Context: an optimization exercise on an open-source flow, tuned for small area. The choices shown serve that exercise and are no tape-out recipe.
Only simulation tests tie the RTL to the original design; equivalence was not proved.
Power figures rest on the tool's default switching activity, not on a simulated workload.

==> design.v <==
`timescale 1ns / 1ps
module control_logic(
	input 			i_sysclk, 			 
	input 			i_sysrst, 			 
	output 			o_int_flg,			 
	output 			o_out_pin,			 
	input 			i_bus_select,		 
	input 			i_bus_wr,			 
	input 	[3:0]	i_reg_addr,			 
	input 	[15:0]	i_bus_data,			 
	output 	[15:0]	o_bus_data,			 
	output 			o_bus_ack,			 
	output 			o_prs_en,			 
	output	[7:0]	o_prs_div,			 
	input			i_prs_sclk_rise,	 
	output 			o_cnt_en,			 
	output			o_cnt_ld,			 
	output 			o_cnt_clr,			 
	output 	[15:0]	o_cnt_ld_data,		 
	input 	[15:0]	i_cnt_data,			 
	input 	[15:0]	i_cnt_next,			 
	output			o_cap_en,			 
	output			o_cap_clr,			 
	input 			i_cap_ic_flg,		 
	input 	[15:0]	i_cap_cnt_data,		 
	input 	[15:0]	i_cap_cnt_next		 
);
parameter		ADDR_TCCR 	= 4'b0001;
parameter		ADDR_TCCR2 	= 4'b0010;
parameter		ADDR_TCNT 	= 4'b0011;
parameter		ADDR_OCR 	= 4'b0100;
parameter		ADDR_ICR 	= 4'b0101;
parameter		ADDR_TCST 	= 4'b0110;
parameter		NORMAL 		= 2'b00;
parameter		COMC 		= 2'b01;
parameter		COMI 		= 2'b10;
parameter		PWM 		= 2'b11;
parameter		OCR_V 		= 4'b0001;
parameter		ICR_V 		= 4'b0010;
reg 	[15:0] 	TCCR;
reg 	[15:0] 	TCCR2;
reg 	[15:0] 	OCR;
reg 	[5:0] 	r_st;			 
reg 	[15:0] 	r_bus;			 
reg 			r_rd;			 
reg 			r_err;			 
reg 			r_wst;			 
reg 			r_ack;
reg 			r_prs_ld;
reg 			r_cnt_ld;
reg 			r_cap_clr_BUS;
wire [15:0] TCST = {(r_wst ? r_bus[15:6] : 10'b0), r_st};
wire w_wr = i_bus_select &  i_bus_wr;
wire w_rd = i_bus_select & ~i_bus_wr;
wire w_wr_tcst = w_wr & (i_reg_addr == ADDR_TCST);
reg  [15:0] w_rdata;
always @(*) begin
	case (i_reg_addr)
		ADDR_TCCR  : w_rdata = TCCR;
		ADDR_TCCR2 : w_rdata = TCCR2;
		ADDR_TCNT  : w_rdata = i_cnt_data;
		ADDR_OCR   : w_rdata = OCR;
		ADDR_ICR   : w_rdata = i_cap_cnt_data;
		ADDR_TCST  : w_rdata = TCST;
		default    : w_rdata = 16'b0;
	endcase
end
wire w_valid  = (i_reg_addr >= ADDR_TCCR) && (i_reg_addr <= ADDR_TCST);
wire w_wvalid = w_valid && (i_reg_addr != ADDR_ICR);
always @ (posedge i_sysclk)
	r_bus <= w_rd ? w_rdata : i_bus_data;
always @ (posedge i_sysclk)
begin
	if (i_sysrst)
	begin
		r_rd 			<= 0;
		r_err 			<= 0;
		r_wst 			<= 0;
		r_ack 			<= 0;
		r_prs_ld 		<= 0;
		r_cnt_ld 		<= 0;
		r_cap_clr_BUS	<= 0;
		TCCR  			<= 16'b0;
		TCCR2 			<= 16'b0;
		OCR   			<= 16'b0;
	end
	else begin
		r_rd  <= w_rd;
		r_err <= w_wr & ~w_wvalid;
		r_wst <= w_wr_tcst;
		r_ack <= i_bus_select & w_valid;
		if (w_wr) begin
			if (i_reg_addr == ADDR_TCCR)  TCCR  <= i_bus_data;
			if (i_reg_addr == ADDR_TCCR2) TCCR2 <= i_bus_data;
			if (i_reg_addr == ADDR_OCR)   OCR   <= i_bus_data;
			r_prs_ld 		<= (i_reg_addr == ADDR_TCCR2);
			r_cnt_ld 		<= (i_reg_addr == ADDR_TCNT);
			r_cap_clr_BUS 	<= (i_reg_addr == ADDR_TCST) & ~i_bus_data[4];
		end
		else if (~i_bus_select) begin
			r_prs_ld 		<= 0;
			r_cnt_ld 		<= 0;
			r_cap_clr_BUS 	<= 0;
		end
	end
end
assign o_bus_data = r_rd ? r_bus : {15'b0, r_err};
assign o_bus_ack  = r_ack;
function [15:0] sel_value;
	input [3:0]  sel;
	input [15:0] ocr;
	input [15:0] icr;
	begin
		case (sel)
			OCR_V   : sel_value = ocr;
			ICR_V   : sel_value = icr;
			4'd3    : sel_value = 16'h00FF;
			4'd4    : sel_value = 16'h01FF;
			4'd5    : sel_value = 16'h03FF;
			4'd6    : sel_value = 16'h07FF;
			4'd7    : sel_value = 16'h0FFF;
			4'd8    : sel_value = 16'h1FFF;
			4'd9    : sel_value = 16'h3FFF;
			4'd10   : sel_value = 16'h7FFF;
			default : sel_value = 16'hFFFF;
		endcase
	end
endfunction
wire [15:0] w_top_src = sel_value(TCCR2[11:8],  OCR, i_cap_cnt_data);
wire [15:0] w_pwm_src = sel_value(TCCR2[15:12], OCR, i_cap_cnt_data);
reg r_cnt_top;		 
reg r_cap_top_eq;	 
reg r_cnt_cmp;		 
reg r_cnt_lt;		 
always @(posedge i_sysclk)
begin
	r_cnt_top    <= (i_cnt_next     == w_top_src);
	r_cap_top_eq <= (i_cap_cnt_next == w_top_src);
	r_cnt_cmp    <= (i_cnt_next     == w_pwm_src);
	r_cnt_lt     <= (i_cnt_next     <  w_pwm_src);
end
reg  r_output;
reg  r_cnt_clr_WF;
reg  r_cap_clr_WF;
reg  r_CIC_CMP_FLG;
reg  r_PWM_CMP_FLG;
wire [1:0] w_mode = TCCR[9:8];
wire w_cnt_top = r_cnt_top;
wire w_cap_top = r_cap_top_eq & ~r_cap_clr_WF;
wire w_cnt_max = (&i_cnt_data);
wire w_cnt_cmp = r_cnt_cmp;
wire w_cnt_lt  = r_cnt_lt;
always @(posedge i_sysclk)
begin
	if (i_sysrst)
	begin
		r_output 		<= 0;
		r_CIC_CMP_FLG 	<= 0;
		r_PWM_CMP_FLG 	<= 0;
		r_cnt_clr_WF 	<= 0;
		r_cap_clr_WF 	<= 0;
	end
	else if (TCCR[0] && (TCCR[6] || TCCR[7]))
	begin
		case (w_mode)
			NORMAL : begin
				r_cnt_clr_WF <= 0;
				r_cap_clr_WF <= 0;
				r_output     <= w_cnt_max & i_prs_sclk_rise;
			end
			COMC : begin
				r_cap_clr_WF  <= 0;
				r_CIC_CMP_FLG <= w_cnt_top;
				r_cnt_clr_WF  <= w_cnt_top;
				if (w_cnt_top & i_prs_sclk_rise)
					r_output <= ~r_output;
			end
			COMI : begin
				r_cnt_clr_WF  <= 0;
				r_CIC_CMP_FLG <= w_cap_top;
				r_cap_clr_WF  <= w_cap_top;
				if (~w_cap_top & r_cap_clr_WF)
					r_output <= ~r_output;
			end
			PWM : begin
				r_CIC_CMP_FLG <= w_cnt_top;
				r_cnt_clr_WF  <= w_cnt_top;
				r_cap_clr_WF  <= w_cap_top;
				r_output      <= w_cnt_lt | (w_cnt_cmp & ~i_prs_sclk_rise)
				               | (w_cnt_top & i_prs_sclk_rise);
				r_PWM_CMP_FLG <= w_cnt_cmp;
			end
		endcase
		if (~TCCR[10])
			r_output <= 0;
	end
end
assign o_out_pin = (TCCR[10] & r_output) ^ TCCR[11];
reg r_CNT_OVF;
always @(posedge i_sysclk)
	r_CNT_OVF <= w_cnt_max;
wire w_CNT_OVF_FLG = r_CNT_OVF & i_prs_sclk_rise;
wire w_CIC_CMP_FLG = r_CIC_CMP_FLG & ((w_mode == COMI) ? r_cap_clr_WF :
                     (w_mode != NORMAL) & i_prs_sclk_rise);
wire w_PWM_CMP_FLG = r_PWM_CMP_FLG & i_prs_sclk_rise;
always @(posedge i_sysclk)
begin
	if (i_sysrst)
		r_st <= 6'b0;
	else if (w_wr_tcst)
		r_st <= i_bus_data[5:0];
	else
		r_st <= {(|i_cap_cnt_data) & ~r_cap_clr_BUS,
		         (TCCR[12] & (w_CIC_CMP_FLG | w_CNT_OVF_FLG)) | r_st[4],
		         (TCCR[1] & TCCR[5] & i_cap_ic_flg)  | r_st[3],
		         (TCCR[1] & TCCR[4] & w_PWM_CMP_FLG) | r_st[2],
		         (TCCR[1] & TCCR[3] & w_CIC_CMP_FLG) | r_st[1],
		         (TCCR[1] & TCCR[2] & w_CNT_OVF_FLG) | r_st[0]};
end
assign o_int_flg = |r_st[3:0];
wire w_block = r_st[4];
wire w_comi  = (w_mode == COMI);
assign o_prs_div = TCCR2[7:0];
assign o_prs_en  = TCCR[0] & TCCR[6] & ~r_prs_ld & ~(w_block & ~w_comi);
wire w_cap_clr = r_cap_clr_BUS | r_cap_clr_WF;
assign o_cap_en  = TCCR[0] & TCCR[7] & ~w_cap_clr & ~(w_block & w_comi);
assign o_cap_clr = w_cap_clr;
assign o_cnt_en      = i_prs_sclk_rise & ~r_cnt_ld;
assign o_cnt_ld      = r_cnt_ld;
assign o_cnt_ld_data = r_rd ? 16'b0 : r_bus;
assign o_cnt_clr     = r_cnt_clr_WF & i_prs_sclk_rise;
endmodule
`timescale 1ns / 1ps
module prescaler(
	input 			i_sysclk, 		 
	input 			i_sysrst, 		 
	input 			i_module_en, 	 
	input 	[7:0] 	i_div, 			 
	output 			o_sclk_rise 	 
);
reg [7:0] r_cntr;
reg       r_sclk;
wire      w_hit = (r_cntr == i_div);
always @ (posedge i_sysclk)
begin
	if (i_sysrst)
		r_cntr <= 8'b0;
	else if (i_module_en)
		r_cntr <= w_hit ? 8'b0 : r_cntr + 1'b1;
end
always @ (posedge i_sysclk)
begin
	if (~i_module_en)
		r_sclk <= 1'b0;
	else if (w_hit)
		r_sclk <= ~r_sclk;
end
assign o_sclk_rise = (~r_sclk) & w_hit & i_module_en;
endmodule
`timescale 1ns / 1ps
module counter(	
	input			i_sysclk,		 
	input			i_sysrst,		 
	input			i_ld,			 
	input	[15:0]	i_ld_data,		 
	input			i_clr,			 
	input			i_cnt_en,		 
	output 	[15:0]	o_cnt_data,		 
	output 	[15:0]	o_cnt_next		 
);
reg [15:0] 	r_cnt;
reg [15:0] 	w_next;
always @ (*)
begin
	if(i_sysrst)						 
		w_next = 16'h0;
	else if(i_ld)						 
		w_next = i_ld_data;
	else if(i_clr)						 
		w_next = 16'h0;
	else if(i_cnt_en)					 
		w_next = r_cnt + 1'b1;
	else
		w_next = r_cnt;
end
always @ (posedge i_sysclk)
	r_cnt <= w_next;
assign o_cnt_data = r_cnt;
assign o_cnt_next = w_next;
endmodule
`timescale 1ns / 1ps
module input_capture(	
	input			i_sysclk,		 
	input			i_sysrst,		 
	input 			i_cap_pin,		 
	input			i_clr,			 
	input			i_cnt_en,		 
	output			o_ic_flg,		 
	output 	[15:0]	o_cnt_data, 	 
	output 	[15:0]	o_cnt_next 		 
);
reg 		r_icap_0;
reg 		r_icap_1;
reg 		r_icap_2;
always @ (posedge i_sysclk)
begin
	r_icap_0 <= i_cnt_en & i_cap_pin;
	r_icap_1 <= i_cnt_en & r_icap_0;
	r_icap_2 <= i_cnt_en & r_icap_1;
end
wire w_cap_rise = ((~r_icap_2) & r_icap_1);
reg [15:0] 	r_cnt;
reg [15:0] 	w_next;
always @ (*)
begin
	if(i_sysrst | i_clr)						 
		w_next = 16'h0;
	else if(i_cnt_en & w_cap_rise)				 
		w_next = r_cnt + 1'b1;
	else
		w_next = r_cnt;
end
always @ (posedge i_sysclk)
	r_cnt <= w_next;
reg 		r_ic_flg;
always @ (posedge i_sysclk)
begin
	if(i_sysrst)
		r_ic_flg <= 0;
	else if(i_cnt_en)
		r_ic_flg <= w_cap_rise;
end
assign o_ic_flg = r_ic_flg;
assign o_cnt_data = r_cnt;
assign o_cnt_next = w_next;
endmodule
`timescale 1ns / 1ps
module counter_if(	
	input			i_sysclk,		 
	input 			i_sysrst,		 
	input 	 		i_cap_pin,		 
	output 			o_out_pin,		 
	output 			o_int_flg,		 
	input 			i_bus_select,	 
	input 			i_bus_wr,		 
	input 	[3:0]	i_reg_addr,		 
	input 	[15:0]	i_bus_data,		 
	output 	[15:0]	o_bus_data,		 
	output 			o_bus_ack		 
);
wire 		prs_en;
wire [7:0]	prs_div;
wire 		prs_sclk_rise;
wire 		cnt_en;
wire 		cnt_ld;
wire 		cnt_clr;
wire [15:0] cnt_ld_data;
wire [15:0] cnt_data;
wire [15:0] cnt_next;
wire [15:0] cap_cnt_next;
wire 		cap_en;
wire 		cap_clr;
wire 		cap_ic_flg;
wire [15:0] cap_cnt_data;
control_logic control_logic(
	.i_sysclk(i_sysclk), 			
	.i_sysrst(i_sysrst),			
	.o_int_flg(o_int_flg),
	.o_out_pin(o_out_pin),
	.i_bus_select(i_bus_select),
	.i_bus_wr(i_bus_wr),
	.i_reg_addr(i_reg_addr),
	.i_bus_data(i_bus_data),
	.o_bus_data(o_bus_data),
	.o_bus_ack(o_bus_ack),
	.o_prs_en(prs_en),
	.o_prs_div(prs_div),
	.i_prs_sclk_rise(prs_sclk_rise),
	.o_cnt_en(cnt_en),
	.o_cnt_ld(cnt_ld),
	.o_cnt_clr(cnt_clr),
	.o_cnt_ld_data(cnt_ld_data),
	.i_cnt_data(cnt_data),
	.i_cnt_next(cnt_next),
	.o_cap_en(cap_en),
	.o_cap_clr(cap_clr),
	.i_cap_ic_flg(cap_ic_flg),
	.i_cap_cnt_data(cap_cnt_data),
	.i_cap_cnt_next(cap_cnt_next)
);
prescaler prescaler(
	.i_sysclk(i_sysclk), 			
	.i_sysrst(i_sysrst),			
	.i_module_en(prs_en),				
	.i_div(prs_div),
	.o_sclk_rise(prs_sclk_rise)
);
counter counter(	
	.i_sysclk(i_sysclk),			
	.i_sysrst(i_sysrst),			
	.i_cnt_en(cnt_en),						
	.i_ld(cnt_ld),								
	.i_clr(cnt_clr),				
	.i_ld_data(cnt_ld_data),			
	.o_cnt_data(cnt_data),
	.o_cnt_next(cnt_next)
);
input_capture input_capture(
	.i_sysclk(i_sysclk),			
	.i_sysrst(i_sysrst),			
	.i_cap_pin(i_cap_pin),					
	.i_clr(cap_clr),				
	.i_cnt_en(cap_en),					
	.o_ic_flg(cap_ic_flg),			
	.o_cnt_data(cap_cnt_data),
	.o_cnt_next(cap_cnt_next)
);
endmodule
==> run.sh <==
#!/bin/bash
# synth_recipe.tcl (not shown) runs the flow's synth.tcl, then flattens the netlist and writes it again
# the make line also repeats each setting of config.mk as NAME=value (left out here)
make -C /OpenROAD-flow-scripts/flow DESIGN_CONFIG=/design/flow/config.mk WORK_HOME=/design/flow/orfs CLKGATE_MAP_FILE= SYNTH_SCRIPT=/design/flow/synth_recipe.tcl finish
==> config.mk <==
export PLATFORM = sky130hd
export DESIGN_NAME = counter_if
export DESIGN_NICKNAME = counter_if
export VERILOG_FILES = /design/flow/design.v
export SDC_FILE = /design/flow/constraint.sdc
export NUM_CORES = 4
export LEC_CHECK = 0
export CAP_MARGIN = 20
export CORE_MARGIN = 2
export CORE_UTILIZATION = 60
export CTS_BUF_LIST = sky130_fd_sc_hd__clkbuf_8
export CTS_CLUSTER_DIAMETER = 100
export CTS_CLUSTER_SIZE = 40
export SLEW_MARGIN = 20
==> constraint.sdc <==
create_clock -name core_clock -period 5.0 [get_ports {i_sysclk}]
set_input_delay 1.0000 -clock core_clock [delete_from_list [all_inputs] [get_ports {i_sysclk}]]
set_output_delay 1.0000 -clock core_clock [all_outputs]
set_load 0.01 [all_outputs]
==> results of run 1 <==
## cell families (layout without fill, tap and decap cells)
| family | Yosys count | in the layout | synth area share, % |
|---|---|---|---|
| buffers and inverters | 81 | 102 | 4.07 |
| flip-flops | 132 | 132 | 34.7 |
| adder cells (fa/ha/maj) | 24 | 24 | 3.80 |
| AO/OA/AOI/OAI | 269 | 269 | 23.2 |
| XOR/XNOR | 64 | 64 | 7.10 |
| AND/OR/NAND/NOR | 421 | 421 | 26.1 |
| multiplexers | 8 | 8 | 1.03 |
## worst paths after layout
path,startpoint,end,cells after the start
hold / removal,input_capture.r_icap_0$_DFF_P_,input_capture.r_icap_1$_DFF_P_,1
setup reg to reg,control_logic.TCCR[8]$_SDFFE_PP0P_,control_logic.r_cnt_lt$_DFF_P_,13
hold reg to reg,input_capture.r_icap_0$_DFF_P_,input_capture.r_icap_1$_DFF_P_,1
setup / recovery,control_logic.TCCR[8]$_SDFFE_PP0P_,control_logic.r_cnt_lt$_DFF_P_,13
## cell usage in the layout, fill, tap and decap left out, types with 8 or more instances in the layout
master	count
a211oi_1	9
a21o_1	12
a21oi_1	103
a222oi_1	10
a22o_1	20
a22oi_1	30
a31oi_1	8
and2_1	29
and3_1	9
buf_4	11
clkbuf_8	19
clkdlybuf4s50_1	42
dfxtp_1	122
edfxtp_1	10
ha_1	24
inv_1	16
nand2_1	160
nand2b_1	15
nand3_1	32
nand4_1	15
nor2_1	77
nor3_1	25
o21ai_0	17
o22ai_1	19
or3_1	10
xnor2_1	27
xor2_1	37
## through the flow
step | util [%] | worst slack [ps]
after CTS | 69.3 | 814
after global placement | 66.0 | 1040
after floorplan | - | 1640
final | 69.3 | 711
after detailed placement | 66.0 | 862
after global routing | 69.3 | 589
## Yosys cell counts (6+ instances only)
| cell | count | area (um2) |
|---|---|---|
| edfxtp_1 | 10 | 300 |
| nand2b_1 | 15 | 93.8 |
| dfxtp_1 | 122 | 2440 |
| nand3_1 | 32 | 160 |
| nand4_1 | 15 | 93.8 |
| and4_1 | 6 | 52.6 |
| nor2_1 | 77 | 289 |
| nor4_1 | 10 | 62.6 |
| a21o_1 | 12 | 90.1 |
| mux2i_1 | 7 | 70.1 |
| o21ai_0 | 17 | 85.1 |
| a22o_1 | 20 | 175 |
| xor2_1 | 37 | 324 |
| a31oi_1 | 8 | 50.1 |
| a22oi_1 | 30 | 225 |
| o21a_1 | 6 | 45.0 |
| nor2b_1 | 7 | 43.8 |
| nor3_1 | 28 | 140 |
| a222oi_1 | 10 | 100 |
| and3_1 | 9 | 56.3 |
| buf_1 | 6 | 22.5 |
| a211oi_1 | 9 | 67.6 |
| xnor2_1 | 27 | 236 |
| clkbuf_1 | 54 | 203 |
| and2_1 | 29 | 181 |
| nand2_1 | 160 | 601 |
| or3_1 | 10 | 62.6 |
| inv_1 | 16 | 60.1 |
| o22ai_1 | 19 | 119 |
| a21oi_1 | 103 | 515 |
| ha_1 | 24 | 300 |
## final cells by class
type / instances / area share (%)
multi-input combinational: 786 / 55.2
timing repair buffer: 54 / 5.76
inverter: 17 / 0.724
sequential: 132 / 31.1
tap: 172 / 2.44
clock buffer: 19 / 2.97
clock inverter: 12 / 1.77
## worst reg2reg max path, delay by kind of cell, from the launching register on
kind,cells,cell delay [ps]
simple gates,4,1940
buf+inv,1,100
flops,1,360
fa+ha+maj,2,610
compound gates,6,1220
## registers in the layout (all words and copies together), names as in the netlist, 6 cells and up
signal,count
control_logic.TCCR2,16
input_capture.r_cnt,16
prescaler.r_cntr,8
counter.r_cnt,16
control_logic.OCR,16
control_logic.TCCR,16
control_logic.r_st,6
control_logic.r_bus,16
## layer usage
metal	wire length (um)	global-route usage, %
met5	0	0
met4	1530	18.5
met3	3840	10.8
met2	12100	59.3
met1	10700	53.2
## power by group through the flow
stage | sequential, W | clock [W] | combinational, W
2_1_floorplan | 0.00113 | 0 | 0.000136
3_3_place_gp | 0.00116 | 0 | 0.000206
3_5_place_dp | 0.00116 | 0 | 0.000212
4_1_cts | 0.00113 | 0.000963 | 0.000213
5_1_grt | 0.00114 | 0.00101 | 0.000233
6_report | 0.00114 | 0.000967 | 0.000222
==> out/summary.txt, run 1 <==
synthesis warning total: 4
post-route cell area: 8810 um2
cell chain of the critical path: inv_1 > ha_1 > nor2b_1 > nor3_4 > nand4_2 > or4_1 > a21o_1 > a211oi_4 > ha_1 > a21o_1 > a21o_1 > a21oi_1 > o221a_2
initial antenna violation count: 0
vias in the first global route: 7382
top_reg_cell synth: dfxtp_1
cts hold-fix bufs: 0
Period minus WS final: 4290 ps
Root Buffer: clkbuf_8
clock slew at the register clock pins of the worst setup and hold paths: 80 ps
vias per cell: 6.88
Syn Nets: 1048
Largest stage delay, worst path: 720 ps
total negative slack: 0 ps
wire per inst: 23.6 um
RSZ-0062 raised after global routing: no
worst skew pair latency: 470 ps
Final Slew Violations: 0
most used cell, CP: a21o_1
Starting Density: 62.1%
Area growth syn-to-layout: 11.6%
Die X: 119 um
largest net degree at the start of global routing: 52
Routed Antenna Nets: 0
asr flop ratio synth: 0%
PostCTS Resize Cnt: 0
Tightest Pin Transition: 904 ps
total congestion overflow: 0
Placed Cells incl. Taps: 1161
core region area: 12700 um2
DRC errors left: 0
maximum vdd drop: 0.000217 V
via count: 8205
drt total wl: 28100 um
slowest stage cell, crit path: or4_1
Worst slew margin: 39.2%
maximum root-to-sink buffer count: 2
HP Class: flop to flop
library cells used by synthesis: 71
Peak Freq: 233 MHz
diode count: 0
Rows: 41
CP top delay family: simple AND/OR/NAND/NOR gates
clk sink count: 132
Final #Nets: 1057
DP HPWL: 20600 um
Pre-antenna DRT Iters: 9
gpl congestion: 0.984
WP data arrival: 4700 ps
Leakage: 3.21 nW
CP Class: flop to flop
post-layout total power: 0.00233 W
synthesized cell area: 7900 um2
endpoints failing hold: 0
CTS H-tree depth: 4
TritonCTS clock tree: built
max_cap viols: 0
storage element area: 2740 um2
Post-synth EDFFs: 10
final setup violation count: 0
PortBufs: 43
CP bufs+invs: 1
skew final: 7.96 ps
hold_ws: 463 ps
logic gate share of total power: 9.5%
fin cells: 1192
Clock power frac: 41.6%
I/O Pins: 44
GRT Overall Usage: 39.7%
first-pass GRT wire length: 42800 um
CP max FO: 25
cells after synthesis: 999
Seq/Total Area, Yosys: 34.7%
Worst Path Required: 5410 ps
Worst Setup End Kind: flop
setup repair bufs after CTS: 0
CP Launch Type: flop
number of CTS-inserted buffers: 17
Power Dens Cells: 264 nW/um2
reg-to-reg slack, setup: 710 ps
initial DRC count: 1477
Psw: 0.000633 W
Sequential Power Share: 48.9%
Sw Ratio: 27.2%
Fillers: 1097
P_int: 0.00169 W
share of cells above drive strength 1: 6.86%
Avg Cell Area, Syn: 7.90 um2
area of the multi-input gates: 4870 um2
status: complete, no violations
crit share post-route: 85.8%
die area: 14100 um2
Seq cells post-synth: 132
Area after DPL: 8400 um2
die span in y: 119 um
==> run 2, diff against run 1 <==
--- a/config.mk
+++ b/config.mk
@@ -7,8 +7,5 @@
 export LEC_CHECK = 0
 export CAP_MARGIN = 20
 export CORE_MARGIN = 2
-export CORE_UTILIZATION = 60
-export CTS_BUF_LIST = sky130_fd_sc_hd__clkbuf_8
-export CTS_CLUSTER_DIAMETER = 100
-export CTS_CLUSTER_SIZE = 40
+export CORE_UTILIZATION = 40
 export SLEW_MARGIN = 20
==> run 2 against run 1 <==
Compared with the run above: hold slack worse by 5.7 ps; setup slack better by 170 ps; utilization is 22 points lower; synthesized cell count stayed put; critical path type unchanged; critical endpoint unchanged.
==> out/summary.txt, run 2 <==
Seq cells post-synth: 132
share of cells above drive strength 1: 7.14%
Worst Hold Depth: 2
Psw: 0.000722 W
Sw Ratio: 27.8%
slowest stage cell, crit path: and4_1
diode count: 0
DP HPWL: 20700 um
drt total wl: 27800 um
Starting Density: 40.7%
GRT Overall Usage: 27.6%
Rows: 51
clock slew at the register clock pins of the worst setup and hold paths: 60 ps
setup repair bufs after CTS: 0
Root Buffer: clkbuf_16
total congestion overflow: 0
WP data arrival: 4500 ps
cells after synthesis: 999
logic gate share of total power: 8.6%
total negative slack: 0 ps
largest net degree at the start of global routing: 41
max_cap viols: 0
Leakage: 3.30 nW
Power Dens Cells: 285 nW/um2
Syn Nets: 1048
vias per cell: 6.01
synthesis warning total: 4
Avg Cell Area, Syn: 7.90 um2
I/O Pins: 44
Final Slew Violations: 0
asr flop ratio synth: 0%
Seq/Total Area, Yosys: 34.7%
initial DRC count: 1071
gpl congestion: 0.960
CP Class: flop to flop
TritonCTS clock tree: built
synth top area cells: dfxtp_1, nand2_1, a21oi_1, xor2_1, edfxtp_1
Tightest Pin Transition: 942 ps
clk sink count: 132
Largest stage delay, worst path: 650 ps
Worst Reg-to-Reg Cells: 17
maximum root-to-sink buffer count: 2
share of the synthesized area in the top cell type: 30.9%
commonest non-fill, non-tap cell in the layout: nand2_1
number of CTS-inserted buffers: 17
synthesized cell area: 7900 um2
library cells used by synthesis: 71
final setup violation count: 0
Sequential Power Share: 43.6%
Worst Setup End Kind: flop
Clock power frac: 47.7%
cts hold-fix bufs: 0
count leader, synth: nand2_1
P_int: 0.00188 W
cell chain of the critical path: inv_1 > ha_1 > nor2b_1 > nor3_4 > and4_1 > nand3b_1 > a311oi_1 > ha_1 > nor2b_1 > o21ai_0 > nand2b_1 > a21oi_1 > nor2b_1 > o21ai_0 > nand2b_1 > a21oi_1 > o221a_2
vias in the first global route: 7135
Fillers: 2011
core region area: 19400 um2
top_reg_cell synth: dfxtp_1
Post-synth EDFFs: 10
Die X: 145 um
most used cell, CP: nor2b_1
Area growth syn-to-layout: 15.3%
Period minus WS final: 4120 ps
most area-hungry cell type in the Yosys netlist: dfxtp_1
Worst Path Required: 5370 ps
worst skew pair latency: 430 ps
RSZ-0062 raised after global routing: no
Peak Freq: 243 MHz
most frequent cells in the layout: nand2_1, dfxtp_1, a21oi_1, nor2_1, clkdlybuf4s50_1
status: complete, no violations
via count: 7737
die span in y: 145 um
die area: 20900 um2
CP max FO: 14
top cells by count, synth: nand2_1, dfxtp_1, a21oi_1
DRC errors left: 0
crit share post-route: 82.5%
CTS H-tree depth: 4
endpoints failing hold: 0
CP Launch Type: flop
hold_ws: 457 ps
maximum vdd drop: 0.000217 V
wire per inst: 21.6 um
PortBufs: 43
first-pass GRT wire length: 42700 um
HP Class: flop to flop
initial antenna violation count: 0
Worst slew margin: 37.2%
Routed Antenna Nets: 0
Final #Nets: 1060
Pre-antenna DRT Iters: 6
skew final: 9.82 ps
PostCTS Resize Cnt: 0
## run 2: worst paths after layout
path,from,end,slack (ps)
worst max-delay path,control_logic.TCCR[8]$_SDFFE_PP0P_,control_logic.r_cnt_lt$_DFF_P_,880
worst min-delay path,control_logic.TCCR[15]$_SDFFE_PP0P_,control_logic.TCCR[15]$_SDFFE_PP0P_,460
worst max register to register,control_logic.TCCR[8]$_SDFFE_PP0P_,control_logic.r_cnt_lt$_DFF_P_,880
worst min register to register,control_logic.TCCR[15]$_SDFFE_PP0P_,control_logic.TCCR[15]$_SDFFE_PP0P_,460
## run 2: through the flow
| step | instances | cell area (um2) | power [W] | util [%] | setup slack [ps] |
|---|---|---|---|---|---|
| 5_1_grt | 1288 | 9100 | 0.00268 | 46.9 | 577 |
| 2_1_floorplan | 999 | 7900 | 0.00127 | - | 1640 |
| 3_5_place_dp | 1257 | 8530 | 0.00137 | 44.0 | 943 |
| 3_3_place_gp | 1257 | 8530 | 0.00138 | 44.0 | 1070 |
| 6_report | 1288 | 9100 | 0.00260 | 46.9 | 876 |
| 4_1_cts | 1288 | 9100 | 0.00260 | 46.9 | 946 |
## run 2: worst max-delay path, delay by kind of cell (launching register included)
kind            cells  cell delay [ps]
compound gates      6             1370
fa+ha+maj           2              600
buf+inv             1              100
flops               1              350
simple gates        8             1650
## run 2: power groups by stage
stage / Combinational (W) / Clock [W] / Sequential, W
floorplan: 0.000136 / 0 / 0.00113
global placement: 0.000221 / 0 / 0.00115
detailed placement: 0.000220 / 0 / 0.00115
CTS: 0.000221 / 0.00125 / 0.00113
global route: 0.000242 / 0.00130 / 0.00114
finish: 0.000224 / 0.00124 / 0.00113
## run 2: area by class of cell
| cell class | instances | area (um2) | share of cell area [%] |
|---|---|---|---|
| inverters | 17 | 63.8 | 0.701 |
| multi-input cells | 786 | 4870 | 53.4 |
| clock buffers | 17 | 425 | 4.67 |
| flip-flops and latches | 132 | 2740 | 30.1 |
| repair buffers | 57 | 531 | 5.83 |
| well taps | 265 | 332 | 3.64 |
| clock inverters | 14 | 144 | 1.58 |
## run 2: cells by family after synthesis
family | after synthesis | synth area share [%]
AO/OA/AOI/OAI | 269 | 23.2
XOR/XNOR | 64 | 7.10
adder cells (fa/ha/maj) | 24 | 3.80
buffers and inverters | 81 | 4.07
flip-flops | 132 | 34.7
multiplexers | 8 | 1.03
AND/OR/NAND/NOR | 421 | 26.1
## run 2: per-layer routing
layer	vias to the layer above	global-route usage [%]	part of all wire, %
met5	-	0	0
met4	0	7.66	1.8
met3	41	4.74	11
met2	414	39.5	41
met1	3642	42.1	46
li1	3640	-	-
==> run 3, diff against run 2 <==
--- a/design.v
+++ b/design.v
@@ -226,9 +226,9 @@
 assign o_cap_en  = TCCR[0] & TCCR[7] & ~w_cap_clr & ~(w_block & w_comi);
 assign o_cap_clr = w_cap_clr;
 assign o_cnt_en      = i_prs_sclk_rise & ~r_cnt_ld;
-assign o_cnt_ld      = r_cnt_ld;
-assign o_cnt_ld_data = r_rd ? 16'b0 : r_bus;
-assign o_cnt_clr     = r_cnt_clr_WF & i_prs_sclk_rise;
+assign o_cnt_ld      = r_cnt_ld & ~r_rd;
+assign o_cnt_ld_data = r_bus;
+assign o_cnt_clr     = (r_cnt_ld & r_rd) | (r_cnt_clr_WF & i_prs_sclk_rise);
 endmodule
 `timescale 1ns / 1ps
 module prescaler(
--- a/config.mk
+++ b/config.mk
@@ -8,4 +8,5 @@
 export CAP_MARGIN = 20
 export CORE_MARGIN = 2
 export CORE_UTILIZATION = 40
+export CTS_BUF_LIST = sky130_fd_sc_hd__clkbuf_8
 export SLEW_MARGIN = 20
==> run 3 against run 2 <==
Compared with the run above: setup slack better by 200 ps; combinational power fell by 25%; register-to-register slack improved by 200 ps.
==> out/summary.txt, run 3 <==
drt total wl: 27600 um
endpoints failing hold: 0
Pre-antenna DRT Iters: 6
most area-hungry cell type in the Yosys netlist: dfxtp_1
diode count: 0
Post-synth EDFFs: 10
Psw: 0.000601 W
clock slew at the register clock pins of the worst setup and hold paths: 80 ps
commonest non-fill, non-tap cell in the layout: nand2_1
Largest stage delay, worst path: 370 ps
total congestion overflow: 0
Worst Path Required: 5380 ps
TritonCTS clock tree: built
Worst Slack Setup Final: 1080 ps
Peak Freq: 255 MHz
Die X: 143 um
Worst Reg-to-Reg Cells: 21
Routed Antenna Nets: 0
top cells by count, synth: nand2_1, dfxtp_1, a21oi_1
gpl congestion: 0.972
cell chain of the critical path: inv_1 > ha_1 > nor2b_1 > nor3_1 > buf_4 > and4_1 > buf_4 > a31oi_1 > o21ai_1 > nor2_1 > nor3_1 > ha_1 > nor2b_1 > o21a_1 > o21ai_0 > nand2b_1 > a21oi_1 > nor2b_1 > o21ai_0 > a21oi_1 > o22ai_1
logic gate share of total power: 7.6%
CP max FO: 12
initial antenna violation count: 0
pre-CTS WS: 1200 ps
synth top area cells: dfxtp_1, nand2_1, a21oi_1, xor2_1, edfxtp_1
WP data arrival: 4300 ps
via count: 7713
Worst slew margin: 22.6%
slowest stage cell, crit path: and4_1
RSZ-0062 raised after global routing: no
Sw Ratio: 27.2%
share of cells above drive strength 1: 7.09%
maximum vdd drop: 0.000150 V
CP Class: flop to flop
synthesis warning total: 4
final setup violation count: 0
Leakage: 3.17 nW
Syn Nets: 1034
die span in y: 143 um
cells after synthesis: 985
post-layout total power: 0.00221 W
initial DRC count: 1215
hold_ws: 463 ps
wire per inst: 21.6 um
die area: 20600 um2
largest net degree at the start of global routing: 63
max_cap viols: 0
HP Class: flop to flop
core region area: 18900 um2
count leader, synth: nand2_1
PostCTS Resize Cnt: 0
DRC errors left: 0
Tightest Pin Transition: 1160 ps
clk sink count: 132
CP Launch Type: flop
top_reg_cell synth: dfxtp_1
Avg Cell Area, Syn: 7.89 um2
asr flop ratio synth: 0%
skew final: 15.4 ps
Clock power frac: 42.3%
library cells used by synthesis: 69
total negative slack: 0 ps
DP HPWL: 20900 um
Rows: 50
GRT Overall Usage: 27.4%
worst skew pair latency: 460 ps
Power Dens Cells: 250 nW/um2
Area growth syn-to-layout: 13.5%
status: complete, no violations
Final #Nets: 1051
Starting Density: 41.2%
P_int: 0.00161 W
share of the synthesized area in the top cell type: 31.4%
I/O Pins: 44
PortBufs: 43
Sequential Power Share: 50.1%
most used cell, CP: nor2b_1
setup repair bufs after CTS: 0
number of CTS-inserted buffers: 17
cts hold-fix bufs: 0
Period minus WS final: 3920 ps
Root Buffer: clkbuf_8
Seq cells post-synth: 132
Seq/Total Area, Yosys: 35.3%
Worst Setup End Kind: flop
maximum root-to-sink buffer count: 2
crit share post-route: 78.4%
CTS H-tree depth: 4
reg-to-reg slack, setup: 1080 ps
vias per cell: 6.05
synthesized cell area: 7780 um2
most frequent cells in the layout: nand2_1, dfxtp_1, a21oi_1, nor2_1, clkdlybuf4s50_1
vias in the first global route: 6965
first-pass GRT wire length: 42200 um
Final Slew Violations: 0
Worst Hold Depth: 2
Fillers: 1936
[run 3: changes by cell type after synthesis, moves of 4 or more]
cell / change
xnor2_1: -7
a21o_1: -8
buf_2: +4
nor2_1: -6
nand3b_1: -4
inv_1: +5
a21oi_1: -11
nand3_1: -4
clkbuf_1: -8
a31oi_1: -4
o31a_1: +4
o21ai_0: +8
o21ai_1: +5
mux2i_1: +4
[run 3: kinds of logic after synthesis]
kind of cell	share of synthesized area (%)
adder cells (fa/ha/maj)	3.86
multiplexers	1.56
AND/OR/NAND/NOR	26.1
flip-flops	35.3
AO/OA/AOI/OAI	22.5
buffers and inverters	4.41
XOR/XNOR	6.31
[run 3: cell type report]
cell class | count | area, um2 | area share (%)
Clock inverter | 14 | 154 | 1.74
Clock buffer | 18 | 248 | 2.81
Tap cell | 260 | 325 | 3.68
Inverter | 23 | 86.3 | 0.978
Timing Repair Buffer | 58 | 538 | 6.09
Multi-Input combinational cell | 770 | 4740 | 53.6
Sequential cell | 132 | 2740 | 31.1
[run 3: path summary, 6_finish.rpt]
| path | startpoint | to |
|---|---|---|
| setup / recovery | control_logic.TCCR[8]$_SDFFE_PP0P_ | control_logic.r_cnt_lt$_DFF_P_ |
| hold / removal | control_logic.TCCR[15]$_SDFFE_PP0P_ | control_logic.TCCR[15]$_SDFFE_PP0P_ |
| setup reg to reg | control_logic.TCCR[8]$_SDFFE_PP0P_ | control_logic.r_cnt_lt$_DFF_P_ |
| hold reg to reg | control_logic.TCCR[15]$_SDFFE_PP0P_ | control_logic.TCCR[15]$_SDFFE_PP0P_ |
[run 3: power by group through the flow]
stage	logic (W)	registers, W	clock network, W
after detailed placement	0.000165	0.00113	0
after global placement	0.000165	0.00113	0
after CTS	0.000165	0.00110	0.000946
final	0.000167	0.00111	0.000936
after global routing	0.000180	0.00111	0.000995
after floorplan	0.0000972	0.00111	0
[run 3: stage by stage]
step | area [um2] | utilization (%) | instances
floorplan | 7780 | - | 985
global placement | 8420 | 44.6 | 1243
detailed placement | 8430 | 44.6 | 1243
CTS | 8830 | 46.7 | 1275
global route | 8830 | 46.7 | 1275
finish | 8830 | 46.7 | 1275
[run 3: per-layer routing]
layer  up-vias  part of all wire (%)  track usage, %
met3        54                    11            6.16
met2       445                    42            39.0
li1       3596                     -               -
met4         0                   2.8            9.80
met1      3618                    45            40.2
met5         -                     0               0
[run 3: worst max-delay path, delay by kind of cell (launching register included)]
family / cells / cell delay [ps]
and+or+nand+nor: 8 / 1230
AOI/OAI and AO/OA: 8 / 1130
adders and majority gates: 2 / 560
buffers and inverters: 3 / 560
DFF: 1 / 360

[what the ideal ports hide]
How much do the figures lean on ideal ports? The routed layouts below were timed once more, with nothing changed but the port constraints. Step 1: set_driving_cell puts a clkbuf_16 on i_sysclk and a buf_2 on each other input, an assumption about the parent block. Step 2 also shifts input and output timing later by t, the mid clock arrival at the registers, as if the neighbouring blocks saw the same clock. Three values: ideal ports, drivers, drivers and shift; two values: the first two.
run	shift t [ns]	setup slack, ns	latest minus earliest clock arrival (ns)	worst data-port slew with drivers (ns)
run 1	0.501	0.711 / 0.711 / 0.711	0.009 / 0.008	0.04
run 2	0.469	0.876 / 0.876 / 0.876	0.010 / 0.010	0.04
run 3	0.494	1.079 / 1.079 / 1.079	0.016 / 0.017	0.04
After both steps setup and hold are still met in every run listed.
